Source: an optimization exercise on an open RTL-to-GDS flow (aim: small area). Production flows keep margins and buffers that such runs may drop. Function was checked by simulation only, so behaviour that the tests miss may differ from the original. No driver is modelled on the clock port, so clock power and skew are understated where the tree is cut down; a real chip needs a root buffer or a tree. Power figures rest on the tool's default switching activity, not on a simulated workload.

== build 85 ==
==> flow/design.v (excerpt) <==
module LCD_AT043TN25_DE2_115 (
	input i_clk,
	input i_rst,
	input [3:0] i_sw,
	output o_clk,
	output o_data_enable,
	output [7:0] o_red,
	output [7:0] o_green,
	output [7:0] o_blue
);
Size: about 130 flip-flops, ~32 I/O pins, roughly 0.0056 mm2 of cells after synthesis.
clock: 10.0 ns
lec_check: 0
cap_margin: 20
core_margin: 2
core_utilization: 40
slew_margin: 20
standard.sh (not shown) runs the stock make flow with config.mk's settings and CLKGATE_MAP_FILE= SYNTH_SCRIPT=/design/flow/synth_recipe.tcl, a recipe that flattens the netlist after the stock synthesis.
==> flow/flow/run.sh <==
#!/bin/bash
# Own layout flow: the standard flow (standard.sh) with
#  - synthesis: the standard script (flow/synth.tcl wraps it), but Yosys's
#    extract_fa is skipped, so ABC sees all the logic, and ABC maps with
#    each area-oriented script flow/abc*.script, keeping the smallest
#    result; registers are made exactly as in the standard synthesis
#  - port buffers: the smallest buffer (buf_1) instead of the default pick
#  - clock tree: flow/manual_cts.tcl replaces TritonCTS with a two-level
#    tree (clock port -> one root buffer -> leaf buffers, each driving one
#    balanced k-means cluster of flip-flops)
set -euo pipefail
H=$(pwd)
export MY_ABC_SCRIPTS="$H/flow/abc6.script $H/flow/abc21.script $H/flow/abc23.script $H/flow/abc26.script $H/flow/abc11.script $H/flow/abc10.script $H/flow/abc12.script $H/flow/abc27.script $H/flow/abc5.script $H/flow/abc20.script $H/flow/abc_g2.script $H/flow/abc_g4.script $H/flow/abc_g6.script $H/flow/abc_g13.script $H/flow/abc_g16.script $H/flow/abc_g19.script $H/flow/abc_g23.script"
export MY_NO_FA=1
export MCTS_MAX_SLEW=0.118
export MCTS_CONFIGS="{8 sky130_fd_sc_hd__clkbuf_8 sky130_fd_sc_hd__clkbuf_2} {9 sky130_fd_sc_hd__clkbuf_8 sky130_fd_sc_hd__clkbuf_2} {10 sky130_fd_sc_hd__clkbuf_8 sky130_fd_sc_hd__clkbuf_2} {10 sky130_fd_sc_hd__clkbuf_8 sky130_fd_sc_hd__clkbuf_4} {12 sky130_fd_sc_hd__clkbuf_8 sky130_fd_sc_hd__clkbuf_8} {16 sky130_fd_sc_hd__clkbuf_8 sky130_fd_sc_hd__clkbuf_8}"
bash standard.sh \
  SYNTH_SCRIPT=$H/flow/synth.tcl \
  PRE_CTS_TCL=$H/flow/manual_cts.tcl \
  "BUFFER_PORTS_ARGS=-buffer_cell sky130_fd_sc_hd__buf_1" \
  CORE_UTILIZATION=70 \
  PLACE_DENSITY=0.85 \
  finish > standard.log 2>&1
==> flow/flow/abc_g13.script <==
strash
&get -n
&st
&dc2
&syn4
&dch -f
&nf -R 1000 -p -F 8 -A 4
&put
mfs2
&get -n
&st
&dch -f
&nf -R 1000 -p -F 8 -A 4
&put
topo
==> flow/flow/abc_g16.script <==
strash
&get -n
&st
&dc2
&syn4
&dch -f
&nf -R 1000 -p -F 12 -A 8 -C 24
&put
mfs2
&get -n
&st
&dc2
&dch -f
&nf -R 1000 -p -F 12 -A 8 -C 24
&put
topo
==> flow/flow/abc_g19.script <==
strash
&get -n
&st
&synch2
&dc2
&dch -f
&nf -R 1000 -p -F 12 -A 8 -C 24
&put
mfs2
&get -n
&st
&dch -f
&nf -R 1000 -p -F 12 -A 8 -C 24
&put
topo
==> flow/flow/abc_g2.script <==
strash
&get -n
&st
&dc2
&dch -f
&nf -R 1000 -p -F 8 -A 4
&put
mfs2
&get -n
&st
&dc2
&dch -f
&nf -R 1000 -p -F 8 -A 4
&put
topo
==> flow/flow/abc_g23.script <==
strash
&get -n
&st
&b
&dc2
&dch -f
&nf -R 1000 -p -F 12 -A 8 -C 24
&put
mfs2
&get -n
&st
&dch -f
&nf -R 1000 -p -F 12 -A 8 -C 24
&put
topo
==> flow/flow/abc_g4.script <==
strash
&get -n
&st
&dc2
&dch -f
&nf -R 1000 -p -F 12 -A 8 -C 24
&put
mfs2
&get -n
&st
&dc2
&dch -f
&nf -R 1000 -p -F 12 -A 8 -C 24
&put
topo
==> flow/flow/abc_g6.script <==
strash
&get -n
&st
&syn4
&dch -f
&nf -R 1000 -p -F 8 -A 4
&put
mfs2
&get -n
&st
&dc2
&dch -f
&nf -R 1000 -p -F 8 -A 4
&put
topo
==> flow/flow/manual_cts.tcl <==
# Manual clock tree, in place of TritonCTS: the clock port drives one root
# buffer, which drives NB leaf buffers, each driving one balanced k-means
# cluster of flip-flops. Configurations are tried from the smallest area up,
# and the first whose estimated worst flip-flop clock slew is within
# MCTS_MAX_SLEW (ns) is kept.
rename clock_tree_synthesis orfs_clock_tree_synthesis

proc mcts_cluster {sinks nb} {
  set n [llength $sinks]
  set sorted [lsort -real -index 1 $sinks]
  set cx {}; set cy {}
  for {set k 0} {$k < $nb} {incr k} {
    set s [lindex $sorted [expr {int(($k + 0.5) * $n / $nb)}]]
    lappend cx [lindex $s 1]; lappend cy [lindex $s 2]
  }
  set cap [expr {int(ceil(double($n) / $nb))}]
  for {set iter 0} {$iter < 30} {incr iter} {
    set pairs {}
    set idx 0
    foreach s $sinks {
      for {set k 0} {$k < $nb} {incr k} {
        lappend pairs [list [expr {abs([lindex $s 1] - [lindex $cx $k]) + abs([lindex $s 2] - [lindex $cy $k])}] $idx $k]
      }
      incr idx
    }
    set pairs [lsort -real -index 0 $pairs]
    set assign [lrepeat $n -1]
    set cnt [lrepeat $nb 0]
    foreach p $pairs {
      lassign $p d i k
      if {[lindex $assign $i] >= 0} continue
      if {[lindex $cnt $k] >= $cap} continue
      lset assign $i $k
      lset cnt $k [expr {[lindex $cnt $k] + 1}]
    }
    set sx [lrepeat $nb 0.0]; set sy [lrepeat $nb 0.0]
    for {set i 0} {$i < $n} {incr i} {
      set k [lindex $assign $i]
      set s [lindex $sinks $i]
      lset sx $k [expr {[lindex $sx $k] + [lindex $s 1]}]
      lset sy $k [expr {[lindex $sy $k] + [lindex $s 2]}]
    }
    for {set k 0} {$k < $nb} {incr k} {
      if {[lindex $cnt $k] > 0} {
        lset cx $k [expr {[lindex $sx $k] / [lindex $cnt $k]}]
        lset cy $k [expr {[lindex $sy $k] / [lindex $cnt $k]}]
      }
    }
  }
  return [list $assign $cx $cy $cnt]
}

proc mcts_build {clk sinks nb cell rcell} {
  set block [ord::get_db_block]
  set db [ord::get_db]
  lassign [mcts_cluster $sinks $nb] assign cx cy cnt
  set root [odb::dbInst_create $block [$db findMaster $rcell] "clkbuf_m_root"]
  set rx 0.0; set ry 0.0
  for {set k 0} {$k < $nb} {incr k} {
    set rx [expr {$rx + [lindex $cx $k] / $nb}]
    set ry [expr {$ry + [lindex $cy $k] / $nb}]
  }
  $root setLocation [expr {int($rx)}] [expr {int($ry)}]
  $root setPlacementStatus PLACED
  set rnet [odb::dbNet_create $block "clknet_m_root"]
  $rnet setSigType CLOCK
  [$root findITerm A] connect $clk
  [$root findITerm X] connect $rnet
  for {set k 0} {$k < $nb} {incr k} {
    set inst [odb::dbInst_create $block [$db findMaster $cell] "clkbuf_m_$k"]
    $inst setLocation [expr {int([lindex $cx $k])}] [expr {int([lindex $cy $k])}]
    $inst setPlacementStatus PLACED
    set net [odb::dbNet_create $block "clknet_m_$k"]
    $net setSigType CLOCK
    [$inst findITerm A] connect $rnet
    [$inst findITerm X] connect $net
  }
  for {set i 0} {$i < [llength $sinks]} {incr i} {
    set it [lindex [lindex $sinks $i] 0]
    $it disconnect
    $it connect [$block findNet "clknet_m_[lindex $assign $i]"]
  }
  return $cnt
}

proc mcts_undo {clk sinks nb} {
  set block [ord::get_db_block]
  foreach s $sinks {
    set it [lindex $s 0]
    $it disconnect
    $it connect $clk
  }
  for {set k 0} {$k < $nb} {incr k} {
    odb::dbInst_destroy [$block findInst "clkbuf_m_$k"]
    odb::dbNet_destroy [$block findNet "clknet_m_$k"]
  }
  odb::dbInst_destroy [$block findInst "clkbuf_m_root"]
  odb::dbNet_destroy [$block findNet "clknet_m_root"]
}

proc mcts_worst_slew {sinks} {
  estimate_parasitics -placement
  set worst 0
  foreach s $sinks {
    set it [lindex $s 0]
    set pin [get_pins "[[$it getInst] getName]/[[$it getMTerm] getName]"]
    set sl [get_property $pin slew_max]
    if {$sl > $worst} { set worst $sl }
  }
  return $worst
}

proc clock_tree_synthesis {args} {
  set maxslew [expr {[info exists ::env(MCTS_MAX_SLEW)] ? $::env(MCTS_MAX_SLEW) : 0.112}]
  set configs [expr {[info exists ::env(MCTS_CONFIGS)] ? $::env(MCTS_CONFIGS) : {
    {12 sky130_fd_sc_hd__clkbuf_4} {14 sky130_fd_sc_hd__clkbuf_4} {9 sky130_fd_sc_hd__clkbuf_8}
    {10 sky130_fd_sc_hd__clkbuf_8} {12 sky130_fd_sc_hd__clkbuf_8} {16 sky130_fd_sc_hd__clkbuf_8}}}]
  set rcell sky130_fd_sc_hd__clkbuf_8
  set block [ord::get_db_block]
  set clk [$block findNet i_clk]
  set sinks {}
  foreach it [$clk getITerms] {
    if {[$it isInputSignal]} {
      set bb [[$it getInst] getBBox]
      lappend sinks [list $it [expr {([$bb xMin] + [$bb xMax]) / 2}] [expr {([$bb yMin] + [$bb yMax]) / 2}]]
    }
  }
  set_propagated_clock [all_clocks]
  set last [expr {[llength $configs] - 1}]
  set i 0
  foreach cfg $configs {
    lassign $cfg nb cell rc
    if {$rc eq ""} { set rc $rcell }
    set cnt [mcts_build $clk $sinks $nb $cell $rc]
    set w [mcts_worst_slew $sinks]
    puts "manual clock tree: [llength $sinks] sinks, root $rc, $nb x $cell, clusters $cnt, worst clock slew $w"
    if {$w <= $maxslew || $i == $last} break
    mcts_undo $clk $sinks $nb
    incr i
  }
}
Other scripts of this flow, unchanged in this note and not shown: flow/flow/abc10.script, flow/flow/abc11.script, flow/flow/abc12.script, flow/flow/abc20.script, flow/flow/abc21.script, flow/flow/abc23.script, flow/flow/abc26.script, flow/flow/abc27.script, flow/flow/abc5.script, flow/flow/abc6.script, flow/flow/synth.tcl
Relative to build 85, the following input files were edited for build 66:
--- a/flow/flow/run.sh
+++ b/flow/flow/run.sh
@@ -13 +13 @@
-export MY_ABC_SCRIPTS="$H/flow/abc6.script $H/flow/abc21.script $H/flow/abc23.script $H/flow/abc26.script $H/flow/abc11.script $H/flow/abc10.script $H/flow/abc12.script $H/flow/abc27.script $H/flow/abc5.script $H/flow/abc20.script $H/flow/abc_g2.script $H/flow/abc_g4.script $H/flow/abc_g6.script $H/flow/abc_g13.script $H/flow/abc_g16.script $H/flow/abc_g19.script $H/flow/abc_g23.script"
+export MY_ABC_SCRIPTS="$H/flow/abc6.script $H/flow/abc21.script $H/flow/abc23.script $H/flow/abc26.script $H/flow/abc11.script $H/flow/abc10.script $H/flow/abc12.script $H/flow/abc27.script $H/flow/abc5.script $H/flow/abc20.script"
@@ -15 +15 @@
-export MCTS_MAX_SLEW=0.118
+export MCTS_MAX_SLEW=0.110
@@ -22 +21,0 @@
-  PLACE_DENSITY=0.85 \
removed: flow/flow/abc_g13.script
removed: flow/flow/abc_g16.script
removed: flow/flow/abc_g19.script
removed: flow/flow/abc_g2.script
removed: flow/flow/abc_g23.script
removed: flow/flow/abc_g4.script
removed: flow/flow/abc_g6.script
Notes after the runs:
The faster design of the two is build 66; build 85 tops out lower.
Re via count: build 85 was higher than build 66.
[build 66] part of the power in combinational logic rose 0.4 points relative to build 85
Between build 85 and build 66, the cell count went down.
~same cell area in build 85 and build 66
The adder and majority gate portion of the synthesized area reported for build 66 is greater than that of build 85 by 0.36 points.
> inputs changed (build 66 -> build 1)
--- a/flow/flow/run.sh
+++ b/flow/flow/run.sh
@@ -13 +13 @@
-export MY_ABC_SCRIPTS="$H/flow/abc6.script $H/flow/abc21.script $H/flow/abc23.script $H/flow/abc26.script $H/flow/abc11.script $H/flow/abc10.script $H/flow/abc12.script $H/flow/abc27.script $H/flow/abc5.script $H/flow/abc20.script"
+export MY_ABC_SCRIPTS="$H/flow/abc6.script $H/flow/abc21.script $H/flow/abc23.script $H/flow/abc26.script $H/flow/abc11.script $H/flow/abc10.script $H/flow/abc12.script $H/flow/abc27.script $H/flow/abc5.script $H/flow/abc20.script $H/flow/abc_g2.script $H/flow/abc_g4.script $H/flow/abc_g6.script $H/flow/abc_g13.script $H/flow/abc_g16.script $H/flow/abc_g19.script $H/flow/abc_g23.script"
==> flow/flow/abc_g13.script (new file) <==
strash
&get -n
&st
&dc2
&syn4
&dch -f
&nf -R 1000 -p -F 8 -A 4
&put
mfs2
&get -n
&st
&dch -f
&nf -R 1000 -p -F 8 -A 4
&put
topo
==> flow/flow/abc_g16.script (new file) <==
strash
&get -n
&st
&dc2
&syn4
&dch -f
&nf -R 1000 -p -F 12 -A 8 -C 24
&put
mfs2
&get -n
&st
&dc2
&dch -f
&nf -R 1000 -p -F 12 -A 8 -C 24
&put
topo
==> flow/flow/abc_g19.script (new file) <==
strash
&get -n
&st
&synch2
&dc2
&dch -f
&nf -R 1000 -p -F 12 -A 8 -C 24
&put
mfs2
&get -n
&st
&dch -f
&nf -R 1000 -p -F 12 -A 8 -C 24
&put
topo
==> flow/flow/abc_g2.script (new file) <==
strash
&get -n
&st
&dc2
&dch -f
&nf -R 1000 -p -F 8 -A 4
&put
mfs2
&get -n
&st
&dc2
&dch -f
&nf -R 1000 -p -F 8 -A 4
&put
topo
==> flow/flow/abc_g23.script (new file) <==
strash
&get -n
&st
&b
&dc2
&dch -f
&nf -R 1000 -p -F 12 -A 8 -C 24
&put
mfs2
&get -n
&st
&dch -f
&nf -R 1000 -p -F 12 -A 8 -C 24
&put
topo
==> flow/flow/abc_g4.script (new file) <==
strash
&get -n
&st
&dc2
&dch -f
&nf -R 1000 -p -F 12 -A 8 -C 24
&put
mfs2
&get -n
&st
&dc2
&dch -f
&nf -R 1000 -p -F 12 -A 8 -C 24
&put
topo
==> flow/flow/abc_g6.script (new file) <==
strash
&get -n
&st
&syn4
&dch -f
&nf -R 1000 -p -F 8 -A 4
&put
mfs2
&get -n
&st
&dc2
&dch -f
&nf -R 1000 -p -F 8 -A 4
&put
topo
Notes after the runs:
- Build 1 improves on build 66 in first-iteration DRC count.
- Diff build 66 -> build 1 | post-synthesis instance total | increase of 0.94%
- Delta(post-layout total power, build 1 - build 66) < 0
- Between build 66 and build 1, the summed area of non-filler cells in the final layout figures differ only marginally.
- Build 1 and build 66 all finish clean.
No run of this note takes its clock network from TritonCTS; it comes from the design's own scripts or RTL.

-- re-timing with driven ports --
No port has a modelled driver above. Below, the same layouts with a new extraction and two added sets of constraints. Step 1 sets driving cells, clkbuf_16 on the clock port and buf_2 on the other inputs (assumed; they add their load-dependent delay and slew). Step 2 moves the port delays by t, midway between the first and last clock arrival at a register: inputs arrive t later, outputs are due t later. That takes back most of the time a late clock gives input paths. Three values: ideal, step 1, step 2; two values: the first two.
run	shift t [ns]	setup WS [ns]	worst register clock-pin slew, ns	worst data-port slew with drivers (ns)	pins driven straight from the clock port
build 85	0.641	4.637 / 4.611 / 5.251	0.11 / 0.11	0.04	1
build 66	0.663	4.691 / 4.663 / 5.326	0.10 / 0.10	0.04	1
build 1	0.657	4.685 / 4.659 / 5.317	0.10 / 0.10	0.03	1
After both steps every run listed still meets setup and hold.
